This design comes from an exercise in tuning for small area, a short achievable clock period and few clock cycles on the open sky130 flow, not from production work.
Only simulation tests tie the RTL to the original design; equivalence was not proved.
Power figures rest on the tool's default switching activity, not on a simulated workload.

==> flow/design.v <==
`default_nettype none
module Processor (
    input CLK,
    input reset,
    output [31:0] imem_addr,
    input  [31:0] imem_rdata,
    output [31:0] dmem_addr,
    output [31:0] dmem_wdata,
    output        dmem_we,
    output        dmem_re,
    input  [31:0] dmem_rdata
);
    reg        we_e, st_e, ld_e, jalr_e, br_e;
    reg        pt_e;
    reg [3:0]  rd_e;
    reg [2:0]  f3_e;
    reg        sub_e, sra_e, useb_e, selalt_e;
    reg [31:0] a_e, b_e;
    reg [31:0] alt_e;      
    reg [11:0] imm_e;
    wire [31:0] immx_e = {{20{imm_e[11]}}, imm_e};
    wire [31:0] srcb = useb_e ? b_e : immx_e;
    wire [32:0] sum = {1'b0, a_e} + {1'b0, sub_e ? ~srcb : srcb} + {32'd0, sub_e};
    wire eq  = (sum[31:0] == 32'd0);
    wire ltu = ~sum[32];
    wire lt  = (a_e[31] ^ srcb[31]) ? a_e[31] : sum[31];
    wire left = ~f3_e[2];
    reg [31:0] a_rev;
    integer i;
    always @(*) for (i = 0; i < 32; i = i + 1) a_rev[i] = a_e[31 - i];
    wire [31:0] sh_in = left ? a_rev : a_e;
    wire fill = sra_e & a_e[31] & ~left;
    wire [63:0] sh_w = {{32{fill}}, sh_in} >> srcb[4:0];
    reg [31:0] sh_rev;
    always @(*) for (i = 0; i < 32; i = i + 1) sh_rev[i] = sh_w[31 - i];
    wire [31:0] shres = left ? sh_rev : sh_w[31:0];
    reg [31:0] alu;
    always @(*) begin
        case (f3_e)
            3'b000: alu = sum[31:0];
            3'b001: alu = shres;
            3'b010: alu = {31'd0, lt};
            3'b011: alu = {31'd0, ltu};
            3'b100: alu = a_e ^ srcb;
            3'b101: alu = shres;
            3'b110: alu = a_e | srcb;
            default: alu = a_e & srcb;
        endcase
    end
    wire [31:0] res_e = ld_e ? dmem_rdata : selalt_e ? alt_e : alu;
    reg cond;
    always @(*) begin
        case (f3_e)
            3'b000: cond = eq;
            3'b001: cond = ~eq;
            3'b100: cond = lt;
            3'b101: cond = ~lt;
            3'b110: cond = ltu;
            3'b111: cond = ~ltu;
            default: cond = 1'b0;
        endcase
    end
    wire mispred = br_e & (cond ^ pt_e);
    wire redirect = mispred | jalr_e;
    wire [31:0] rtgt = jalr_e ? sum[31:0] : alt_e;
    assign dmem_addr = sum[31:0];
    assign dmem_wdata = b_e;
    assign dmem_we = st_e;
    assign dmem_re = ld_e;
    reg [31:0] rf [1:15];
    always @(posedge CLK) begin
        if (we_e) rf[rd_e] <= res_e;
    end
    reg [31:0] pc;
    wire [31:0] ins = imem_rdata;
    wire [6:0] op = ins[6:0];
    wire [2:0] f3 = ins[14:12];
    wire is_r    = (op == 7'b0110011);
    wire is_i    = (op == 7'b0010011);
    wire is_ld   = (op == 7'b0000011);
    wire is_st   = (op == 7'b0100011);
    wire is_br   = (op == 7'b1100011);
    wire is_jal  = (op == 7'b1101111);
    wire is_jalr = (op == 7'b1100111);
    wire is_lui  = (op == 7'b0110111);
    wire is_aui  = (op == 7'b0010111);
    wire [3:0] ra1 = ins[18:15];
    wire [3:0] ra2 = ins[23:20];
    wire [3:0] rd  = ins[10:7];
    wire [31:0] rf1 = (ra1 == 4'd0) ? 32'd0 : rf[ra1];
    wire [31:0] rf2 = (ra2 == 4'd0) ? 32'd0 : rf[ra2];
    wire [31:0] rs1 = (we_e && rd_e == ra1) ? res_e : rf1;
    wire [31:0] rs2 = (we_e && rd_e == ra2) ? res_e : rf2;
    wire [31:0] imm_b = {{20{ins[31]}}, ins[7], ins[30:25], ins[11:8], 1'b0};
    wire [31:0] imm_j = {{12{ins[31]}}, ins[19:12], ins[20], ins[30:21], 1'b0};
    wire [31:0] imm_u = {ins[31:12], 12'b0};
    wire [31:0] pc4 = pc + 32'd4;
    wire [31:0] imm_t = ins[3] ? imm_j : ~ins[6] ? imm_u : imm_b;
    wire [31:0] tgt = pc + imm_t;
    wire pt = is_jal | (is_br & ins[31]);
    assign imem_addr = pc;
    always @(posedge CLK or posedge reset) begin
        if (reset) pc <= 32'd0;
        else if (redirect) pc <= rtgt;
        else if (pt) pc <= tgt;
        else pc <= pc4;
    end
    wire kill = redirect;    
    always @(posedge CLK or posedge reset) begin
        if (reset) begin
            we_e <= 1'b0; st_e <= 1'b0; ld_e <= 1'b0; jalr_e <= 1'b0; br_e <= 1'b0;
        end else begin
            we_e   <= ~kill & (is_r | is_i | is_ld | is_jal | is_jalr | is_lui | is_aui) & (rd != 4'd0);
            st_e   <= ~kill & is_st;
            ld_e   <= ~kill & is_ld;
            jalr_e <= ~kill & is_jalr;
            br_e   <= ~kill & is_br;
        end
    end
    always @(posedge CLK) begin
        pt_e     <= pt;
        rd_e     <= rd;
        f3_e     <= (is_r | is_i | is_br) ? f3 : 3'b000;
        sub_e    <= (is_r & ins[30] & (f3 == 3'b000)) | ((is_r | is_i) & (f3[2:1] == 2'b01)) | is_br;
        sra_e    <= ins[30];
        useb_e   <= is_r | is_br;
        selalt_e <= is_jal | is_jalr | is_lui | is_aui;
        a_e      <= rs1;
        b_e      <= rs2;
        imm_e    <= is_st ? {ins[31:25], ins[11:7]} : ins[31:20];
        alt_e    <= is_lui ? imm_u : (is_aui | (is_br & ~pt)) ? tgt : pc4;
    end
endmodule
Settings: LEC_CHECK=0, CAP_MARGIN=20, CORE_MARGIN=2, CORE_UTILIZATION=40, SETUP_SLACK_MARGIN=5, SLEW_MARGIN=20; clock period 12.0 ns.
run.sh (not shown) runs the stock make flow with config.mk's settings and CLKGATE_MAP_FILE= SYNTH_SCRIPT=/design/flow/synth_recipe.tcl, a recipe that flattens the netlist after the stock synthesis.
The baseline produced a clean layout.
Testbench counts at the start, summed over its fixed seeds: cycles 108,335.
Then changed:
Settings changed: SETUP_SLACK_MARGIN 5 to unset.
The changed run produced a clean layout; power hardly moves; core utilization went down by 0.25 points; clock power barely changes; worst setup slack got worse by 1300 ps; routed wire length stays flat.

==> port drivers added, routing unchanged <==
The flow's constraints put no driver on any port. The routed layouts listed below were extracted and timed again, unchanged, in two steps.
Step 1 assumes that a clkbuf_16 drives the clock port and a buf_2 every other input.
Step 2 times the ports against the registers' clock, not the clock port: input delays grow and output delays shrink by t, the midpoint of the rising clock arrivals with the driver on.
Slacks: no drivers / after step 1 / after step 2; pairs: no drivers / after step 1.
| run | t, ns | setup WS [ns] | hold slack, ns |
|---|---|---|---|
| the first run | 0.700 | 5.031 / 4.956 / 4.802 | 0.472 / 0.472 / 0.472 |
| the second run | 0.700 | 3.704 / 3.629 / 4.328 | 0.468 / 0.468 / 0.468 |
After both steps setup and hold are still met in every run listed. The setup slack of the first run, which loses most, moves by -0.075 ns with the drivers and by -0.229 ns with both steps.
